This design comes from an exercise in tuning for small area on the open sky130 flow, not from production work. In this exercise RTL edits were held to simulation tests only and were not proved equivalent to the original. The flow treats the clock pin as an ideal source, which a real chip does not have. Power figures rest on the tool's default switching activity, not on a simulated workload.

## flow/config.mk

```make
export PLATFORM = sky130hd
export DESIGN_NAME = elevator_top
export DESIGN_NICKNAME = elevator_top
export VERILOG_FILES = /design/flow/design.v
export SDC_FILE = /design/flow/constraint.sdc
export NUM_CORES = 4
export LEC_CHECK = 0
export CAP_MARGIN = 20
export CORE_MARGIN = 2
export CORE_UTILIZATION = 40
export PLACE_DENSITY = 0.6
export SLEW_MARGIN = 20
```

## flow/constraint.sdc

```tcl
create_clock -name core_clock -period 8.0 [get_ports {clks}]
set_input_delay 1.6000 -clock core_clock [delete_from_list [all_inputs] [get_ports {clks}]]
set_output_delay 1.6000 -clock core_clock [all_outputs]
set_load 0.01 [all_outputs]
```

## flow/design.v

```verilog
module elevator_top(clks, reset_n, raw_floor_call_buttons, raw_panel_buttons, raw_door_open_btn, raw_door_close_btn, raw_emergency_btn, raw_power_switch, weight_sensor, call_button_lights, panel_button_lights, door_open, elevator_control_output, safety_interlock, floor_indicator_lamps, elevator_upward_indicator_lamp, elevator_downward_indicator_lamp, alarm, weight_overload_lamp);
    input               clks;
    input               reset_n;
    input       [10:0]  raw_floor_call_buttons;
    input       [10:0]  raw_panel_buttons;
    input               raw_door_open_btn;
    input               raw_door_close_btn;
    input               raw_emergency_btn;
    input               raw_power_switch;
    input               weight_sensor;
    output      [10:0]  call_button_lights;
    output      [10:0]  panel_button_lights;
    output              door_open;
    output      [10:0]  elevator_control_output;
    output              safety_interlock;
    output      [3:0]   floor_indicator_lamps;
    output              elevator_upward_indicator_lamp;
    output              elevator_downward_indicator_lamp;
    output              alarm;
    output              weight_overload_lamp;
    wire [24:0] raw = {raw_emergency_btn, raw_door_close_btn, raw_door_open_btn, raw_panel_buttons, raw_floor_call_buttons};
    reg  [24:0] db_pn, db_r;
    always @(posedge clks or negedge reset_n)
        if (!reset_n) begin
            db_pn <= {25{1'b1}};
            db_r  <= 25'b0;
        end else begin
            db_pn <= ~(raw & ~db_r);
            db_r  <= ~(db_pn | raw);
        end
    wire [10:0] call_pulse  = db_r[10:0];
    wire [10:0] panel_pulse = db_r[21:11];
    wire        open_pulse  = db_r[22];
    wire        close_pulse = db_r[23];
    wire        emerg_pulse = db_r[24];
    wire        power       = raw_power_switch;
    reg  [3:0]  cur;
    reg         mv, dir;
    reg  [3:0]  tgt;
    reg  [10:0] cl, pl;
    reg         open_h, close_h;
    wire        emer = cur[3] & cur[2];
    wire [10:0] lit = cl | pl;
    reg  [10:0] at, above;
    integer k;
    always @(*)
        for (k = 0; k < 11; k = k + 1) begin
            at[k]    = (cur == k);
            above[k] = (cur < k);
        end
    function [10:0] first;
        input [10:0] v;
        integer j;
        reg seen;
        begin
            seen = 1'b0;
            for (j = 0; j < 11; j = j + 1) begin
                first[j] = v[j] & !seen;
                seen = seen | v[j];
            end
        end
    endfunction
    function [3:0] enc;
        input [10:0] oh;
        integer j;
        begin
            enc = 4'd0;
            for (j = 0; j < 11; j = j + 1)
                if (oh[j]) enc = enc | j[3:0];
        end
    endfunction
    wire        any_above = |(lit & above);
    wire        any_other = |(lit & ~at);
    wire        pick_mode = !mv && (tgt == cur);
    reg  [3:0]  pick;
    wire [10:0] pick_v = lit & (above | {11{!any_above}});
    integer q;
    always @(*) begin
        pick = 4'd0;
        for (q = 10; q >= 0; q = q - 1)
            if (pick_v[q]) pick = q[3:0];
    end
    wire        run_ok = power && !emerg_pulse && !mv && !emer;
    wire        act    = run_ok && (pick_mode ? any_other : 1'b1);
    wire        go_dir = pick_mode ? any_above : dir;
    wire        go     = act && !weight_sensor;
    wire        arrive = (tgt == cur);
    wire        step_up = mv ? dir : go_dir;
    reg  [3:0]  stepped;
    reg         carry;
    integer b;
    always @(*) begin
        carry = 1'b1;
        for (b = 0; b < 4; b = b + 1) begin
            stepped[b] = cur[b] ^ carry;
            carry = carry & (cur[b] ~^ step_up);
        end
    end
    always @(posedge clks or negedge reset_n)
        if (!reset_n) begin
            cur <= 4'd0;
            mv  <= 1'b0;
            dir <= 1'b0;
            tgt <= 4'd0;
        end else begin
            if (pick_mode && any_other)
                tgt <= pick;
            if (pick_mode)
                dir <= any_above;
            else if (emer)
                dir <= 1'b1;
            if (mv) begin
                if (arrive) mv <= 1'b0;
                else cur <= stepped;
            end else if (emer) begin
                if (!power && !emerg_pulse)
                    cur <= 4'd0;
            end else if (go) begin
                mv  <= 1'b1;
                cur <= stepped;
            end else if (emerg_pulse) begin
                cur <= 4'hF;
            end
        end
    wire        set_ok = power && !emerg_pulse;
    wire [10:0] clr    = (act ? at : 11'b0);
    reg  [10:0] p_new, c_new;
    reg         p_blk, c_blk;
    integer m;
    always @(*) begin
        p_blk = !set_ok;
        c_blk = !set_ok;
        for (m = 0; m < 11; m = m + 1) begin
            p_new[m] = panel_pulse[m] & !at[m] & !p_blk;
            c_new[m] = call_pulse[m] & !at[m] & !c_blk;
            p_blk = p_blk | (panel_pulse[m] & !pl[m] & !at[m]);
            c_blk = c_blk | (call_pulse[m] & !cl[m] & !at[m]);
        end
    end
    always @(posedge clks or negedge reset_n)
        if (!reset_n) begin
            cl <= 11'b0;
            pl <= 11'b0;
        end else begin
            pl <= (pl | p_new) & ~clr;
            cl <= (cl | c_new) & ~clr;
        end
    wire door_live = !mv && power;
    always @(posedge clks or negedge reset_n)
        if (!reset_n) begin
            open_h  <= 1'b0;
            close_h <= 1'b0;
        end else if (door_live) begin
            open_h  <= open_pulse;
            close_h <= close_pulse;
        end
    assign door_open = door_live ? (open_pulse || !close_pulse) : (open_h || (!close_h && !mv));
    assign elevator_control_output = {cur, emer, mv, !mv, mv && !dir, mv && dir, mv, !mv};
    assign call_button_lights = cl;
    assign panel_button_lights = pl;
    assign safety_interlock = !mv;
    assign floor_indicator_lamps = cur;
    assign elevator_upward_indicator_lamp = mv && dir;
    assign elevator_downward_indicator_lamp = mv && !dir;
    assign alarm = emer;
    assign weight_overload_lamp = weight_sensor;
endmodule
```

## flow/flow/run.sh

```bash
#!/bin/bash
# The standard ORFS layout (standard.sh) with these changes:
#  - synthesis maps the logic with an area-oriented ABC script
#    (flow/abc_area.script.in: deepsyn, then area mapping) in place of ORFS's
#    speed script; the rest of synthesis is unchanged. Synthesis runs four
#    times, with deepsyn seeds 1-8 (four at a time), and the layout continues from the run with
#    the smallest cell area;
#  - the port buffers are buf_1 instead of the default pick (clkdlybuf4s50_1);
#  - clock tree synthesis builds the tree from clkbuf_4 without dummy loads, and
#    flow/post_cts.tcl then upsizes to clkbuf_8 each leaf buffer whose flip-flop
#    clock pins would see a slew over 105 ps.
set -euo pipefail
W=$(pwd)
export BUFFER_PORTS_ARGS="-buffer_cell sky130_fd_sc_hd__buf_1"
export CTS_ARGS="-sink_clustering_enable -repair_clock_nets -dont_use_dummy_load -buf_list sky130_fd_sc_hd__clkbuf_4 -root_buf sky130_fd_sc_hd__clkbuf_4"
export POST_CTS_TCL="$W/flow/post_cts.tcl"
export CLK_LEAF_SLEW_LIMIT=0.105

# one ORFS scripts folder per seed, with only the ABC speed script replaced
for s in 1 2 3 4 5 6 7 8; do
  mkdir -p "$W/scripts_$s"
  for f in "$FLOW_HOME"/scripts/*; do ln -sf "$f" "$W/scripts_$s/"; done
  rm -f "$W/scripts_$s/abc_speed.script"
  sed "s/SEED/$s/" "$W/flow/abc_area.script.in" > "$W/scripts_$s/abc_speed.script"
  sed "s#WORK_HOME=$W/orfs #WORK_HOME=$W/orfs_s$s #" standard.sh > "$W/standard_s$s.sh"
  grep -q "WORK_HOME=$W/orfs_s$s " "$W/standard_s$s.sh"
done
for wave in "1 2 3 4" "5 6 7 8"; do
  pids=()
  for s in $wave; do
    SCRIPTS_DIR="$W/scripts_$s" bash "$W/standard_s$s.sh" synth > "$W/synth_s$s.log" 2>&1 &
    pids+=($!)
  done
  for p in "${pids[@]}"; do wait "$p"; done
done

best=""; best_area=""
for s in 1 2 3 4 5 6 7 8; do
  a=$(grep "Chip area" "$W/orfs_s$s/reports/sky130hd/elevator_top/base/synth_stat.txt" | awk '{print $NF}')
  echo "seed $s: synthesis cell area $a" | tee -a "$W/synth_pick.log"
  if [[ -z "$best" ]] || awk -v a="$a" -v b="$best_area" 'BEGIN{exit !(a<b)}'; then best=$s; best_area=$a; fi
done
echo "using seed $best" | tee -a "$W/synth_pick.log"
mv "$W/orfs_s$best" "$W/orfs"
export SCRIPTS_DIR="$W/scripts_$best"
bash standard.sh > standard.log 2>&1
```

## flow/flow/abc_area.script.in

```
strash
&get -n
&fraig -x
&deepsyn -T 30 -S SEED
&put
dch -f
amap
topo
```

## flow/flow/post_cts.tcl

```tcl
estimate_parasitics -placement
set upsized 0
foreach inst [get_cells *] {
  if {[get_property $inst ref_name] ne "sky130_fd_sc_hd__clkbuf_4"} { continue }
  set worst 0
  foreach out [get_pins -of_objects $inst -filter "direction == output"] {
    foreach p [get_pins -of_objects [get_nets -of_objects $out] -filter "direction == input"] {
      if {[get_property $p name] eq "CLK"} {
        set s [get_property $p slew_max]
        if {$s > $worst} { set worst $s }
      }
    }
  }
  puts "clock leaf [get_full_name $inst]: worst sink slew $worst"
  if {$worst > $::env(CLK_LEAF_SLEW_LIMIT)} {
    replace_cell $inst sky130_fd_sc_hd__clkbuf_8
    incr upsized
  }
}
puts "upsized $upsized clock buffers"
if {$upsized > 0} {
  detailed_placement
  check_placement -verbose
  estimate_parasitics -placement
}
```

## flow/standard.sh

```bash
#!/bin/bash
# synth_recipe.tcl (not shown) runs the flow's synth.tcl, then flattens the netlist and writes it again
# the make line also repeats each setting of config.mk as NAME=value (left out here)
make -C /OpenROAD-flow-scripts/flow DESIGN_CONFIG=/design/flow/config.mk WORK_HOME=/design/flow/orfs CLKGATE_MAP_FILE= SYNTH_SCRIPT=/design/flow/synth_recipe.tcl "${@:-finish}"
```

==> results.py <==
metrics = {
    "yosys": {
        "synth_top_family_by_area": "simple AND/OR/NAND/NOR gates",
        "syn_nets": 404,
        "synth.ff_latch_count": 84,
        "ys_types": 28,
        "ys_warn_count": 1,
        "synth_compound_area_share_pct": 14.8,
        "netlist_instances": 375,
        "synthAdderAreaFrac_pct": 0,
        "syn-cell-area_mm2": 0.00360,
        "yosys.area_share.simple_pct": 19.2,
        "yosys.area_share.xor_xnor_pct": 0,
        "synth_seq_area_share_pct": 59.3,
        "syn_area_per_cell_um2": 9.60,
        "synthMuxAreaShare_pct": 0,
    },
    "placement": {
        "io_buffers": 71,
        "dp_hpwl_um": 5950,
        "pre_cts_ws_ns": 3.76,
        "gp_congestion": 0.860,
        "place_area_mm2": 0.00392,
        "dp.cells": 543,
    },
    "power": {
        "vdd_drop_max_v": 0.000110,
        "power_per_cell_area_mw_per_mm2": 324,
        "p_leak_nw": 1.56,
        "p_sw_mw": 0.540,
        "switching_share_pct": 41.4,
        "share_comb_of_total_power_pct": 37.9,
        "p_int_mw": 0.763,
        "clkPwrFrac_pct": 15.9,
        "seq_power_share_pct": 46.2,
        "power.total_mw": 1.30,
    },
    "routing": {
        "vias": 2895,
        "drt_iter0_drc": 169,
        "drc": 0,
        "drt-pass1-iter-count": 5,
        "post_drt_wl_per_cell_um": 14.5,
        "wl_um": 7990,
        "ant_nets": 0,
        "via_per_inst": 5.24,
    },
    "sta": {
        "layout_setup_ws_ns": 3.91,
        "skew_ns": 0.0318,
        "post-route-period-util_pct": 51.1,
        "drv_slew": 0,
        "setup_viol": 0,
        "hold_slack_ns": 0.461,
        "min_period_ns": 4.09,
        "hold_viol": 0,
        "fmax_mhz": 245,
        "rsz0062_at_grt": "no",
        "tightestPinTransition_ns": 0.754,
        "relSlewSlack_pct": 49.7,
        "fin_tns_setup_ns": 0,
    },
    "clock_network": {
        "insertion_delay_ns": 0.44,
        "clk_pin_slew_ns": 0.10,
        "clock-sinks": 84,
        "cts_tree": "done",
    },
    "global_route": {
        "track_usage_pct": 17.2,
        "antenna_found_initial": 0,
        "overflow": 0,
        "grt_pass1_wl_um": 13400,
        "grt_max_degree": 85,
        "grt_pass1_vias": 2813,
    },
    "setup_path": {
        "worst_setup_path_start_kind": "primary input",
        "end_kind": "output port",
        "required_ns": 6.40,
        "max_stage_delay_ns": 0.20,
        "cp_slowest_cell": "o22a_1",
        "critPathArrivalTime_ns": 2.49,
        "crit_start": "raw_power_switch",
        "worstReg2RegStart": "cur[1]$_DFFE_PN0P_",
        "path_cells": "buf_1, nand2_1, clkinv_1, o22a_1, o21ai_0, buf_1",
        "timing.rr.end": "cur[2]$_DFFE_PN0P_",
        "path_buf_inv": 3,
        "worstRegToRegCells": 15,
        "regToRegSetupSlack_ns": 3.97,
        "path_common_cell": "buf_1",
        "critPathCapture": "door_open",
        "cp.depth": 6,
        "path_delay_family": "buffers and inverters",
        "crit_type": "in -> out",
        "crit_fanout": 5,
    },
    "status": {
        "status": "finished clean",
    },
    "cells_and_area": {
        "multi_input_area_mm2": 0.00122,
        "areaGrowthSynthToFinish_pct": 11.8,
        "drive_gt1_share_pct": 8.11,
        "nNetsFinal": 475,
        "antenna_cells": 0,
        "fill_cells": 869,
        "fin_area_mm2": 0.00403,
        "ff_latch_area_mm2": 0.00213,
        "fin_cells": 552,
        "utilization_pct": 46.2,
    },
    "min_path": {
        "hold_class": "reg -> reg",
    },
    "floorplanning": {
        "die_area_mm2": 0.00977,
        "start_util_pct": 41.3,
        "die_height_um": 98.9,
        "rows": 34,
        "core_mm2": 0.00872,
        "dieWidth_um": 98.9,
        "pin_count": 72,
    },
    "run": {
        "cap_violations": 0,
    },
}
## cells in the mapped netlist
master | count | share of area (%)
a21oi_1 | 4 | 0.56
nor3_1 | 8 | 1.1
or3_1 | 1 | 0.17
buf_4 | 12 | 2.5
o211ai_1 | 3 | 0.63
a2111oi_0 | 1 | 0.24
o221a_1 | 2 | 0.63
a211oi_1 | 4 | 0.83
a31oi_1 | 8 | 1.4
clkinv_1 | 41 | 4.3
o22a_1 | 2 | 0.49
dfstp_2 | 25 | 18
a222oi_1 | 1 | 0.28
nand2b_1 | 22 | 3.8
nand4_1 | 1 | 0.17
a32o_1 | 8 | 2.2
nand2_1 | 36 | 3.8
o22ai_1 | 21 | 3.6
or4_1 | 2 | 0.42
or2_0 | 4 | 0.70
dfrtp_1 | 59 | 41
nand3_1 | 4 | 0.56
o21a_1 | 1 | 0.21
o21ai_0 | 23 | 3.2
nor2_1 | 78 | 8.1
a211o_1 | 1 | 0.24
o21bai_1 | 1 | 0.21
nor4_1 | 2 | 0.35
## placed cells by master (no fill, tap or decap)
| cell type | count |
|---|---|
| nand2b_1 | 22 |
| a21oi_1 | 4 |
| o221a_1 | 2 |
| or3_1 | 1 |
| dfstp_2 | 25 |
| a211o_1 | 1 |
| clkinv_1 | 41 |
| clkbuf_4 | 5 |
| or4_1 | 2 |
| a32o_1 | 8 |
| nand3_1 | 4 |
| nor4_1 | 2 |
| o211ai_1 | 3 |
| or2_0 | 4 |
| a2111oi_0 | 1 |
| o22ai_1 | 21 |
| dfrtp_1 | 59 |
| a211oi_1 | 4 |
| buf_6 | 1 |
| nand2_1 | 36 |
| buf_1 | 70 |
| nor2_1 | 78 |
| o22a_1 | 2 |
| nand4_1 | 1 |
| clkbuf_8 | 5 |
| o21a_1 | 1 |
| a31oi_1 | 8 |
| o21bai_1 | 1 |
| nor3_1 | 8 |
| a222oi_1 | 1 |
| o21ai_0 | 23 |
## cell families after synthesis
kind of cell	after synthesis
AND/OR/NAND/NOR	158
AO/OA/AOI/OAI	80
flip-flops	84
buffers and inverters	53
## power groups by stage
stage	combinational [mW]	sequential, mW	clock, mW
2_1_floorplan	0.351	0.610	0
3_3_place_gp	0.490	0.606	0
3_5_place_dp	0.491	0.610	0
5_1_grt	0.560	0.617	0.237
6_report	0.494	0.602	0.207
## final cells by class
class	count	area share [%]
well taps	108	3.36
repair buffers	72	6.99
multi-input cells	238	30.4
clock buffers	9	2.46
flip-flops and latches	84	53.0
inverters	41	3.82
## flip-flops by register name, summed over array words and instances (netlist names)
| register | flops |
|---|---|
| mv | 1 |
| db_r | 25 |
| dir | 1 |
| cur | 4 |
| cl | 11 |
| open_h | 1 |
| close_h | 1 |
| tgt | 4 |
| db_pn | 25 |
| pl | 11 |
## per-layer routing
layer / GRT usage (%) / share of wire (%) / vias to the layer above
met4: 8.64 / 2.6 / 0
met2: 25.5 / 44 / 99
li1: - / - / 1405
met5: 0 / 0 / -
met1: 22.8 / 47 / 1369
met3: 5.25 / 6.1 / 22
## worst min-delay path by stage
stage | endpoint | from | slack [ns] | cells past startpoint
finish | db_r[1]$_DFF_PN0_ | db_pn[1]$_DFF_PN1_ | 0.46 | 1
global route | db_r[1]$_DFF_PN0_ | db_pn[1]$_DFF_PN1_ | 0.47 | 1
detailed placement | db_r[8]$_DFF_PN0_ | db_pn[8]$_DFF_PN1_ | 0.45 | 1
global placement | db_r[24]$_DFF_PN0_ | db_pn[24]$_DFF_PN1_ | 0.44 | 1
floorplan | db_pn[10]$_DFF_PN1_ | db_r[10]$_DFF_PN0_ | 0.43 | 2

[afterwards: timing with drivers on the ports]
How much do the figures lean on ideal ports? The routed layout below was timed once more, with nothing changed but the port constraints.
Step 1 (the two cells are an assumption about what drives the block):
set clk [get_ports {clks}]
set_driving_cell -lib_cell sky130_fd_sc_hd__clkbuf_16 $clk
set_driving_cell -lib_cell sky130_fd_sc_hd__buf_2 [delete_from_list [all_inputs] $clk]
Step 2, shift: input delay + t, output delay - t, t = (earliest + latest rising clock arrival at the registers) / 2. This alone moves slack from input paths to output paths.
Slacks: ideal / step 1 / step 2; pairs: ideal / step 1.
t, ns: 0.452
setup WS [ns]: 3.913 / 3.890 / 3.683
slew at the worst register clock pin (ns): 0.10 / 0.10
After both steps setup and hold are still met in this run. For this run, drivers alone change the setup slack by -0.023 ns; drivers and shift together by -0.230 ns.
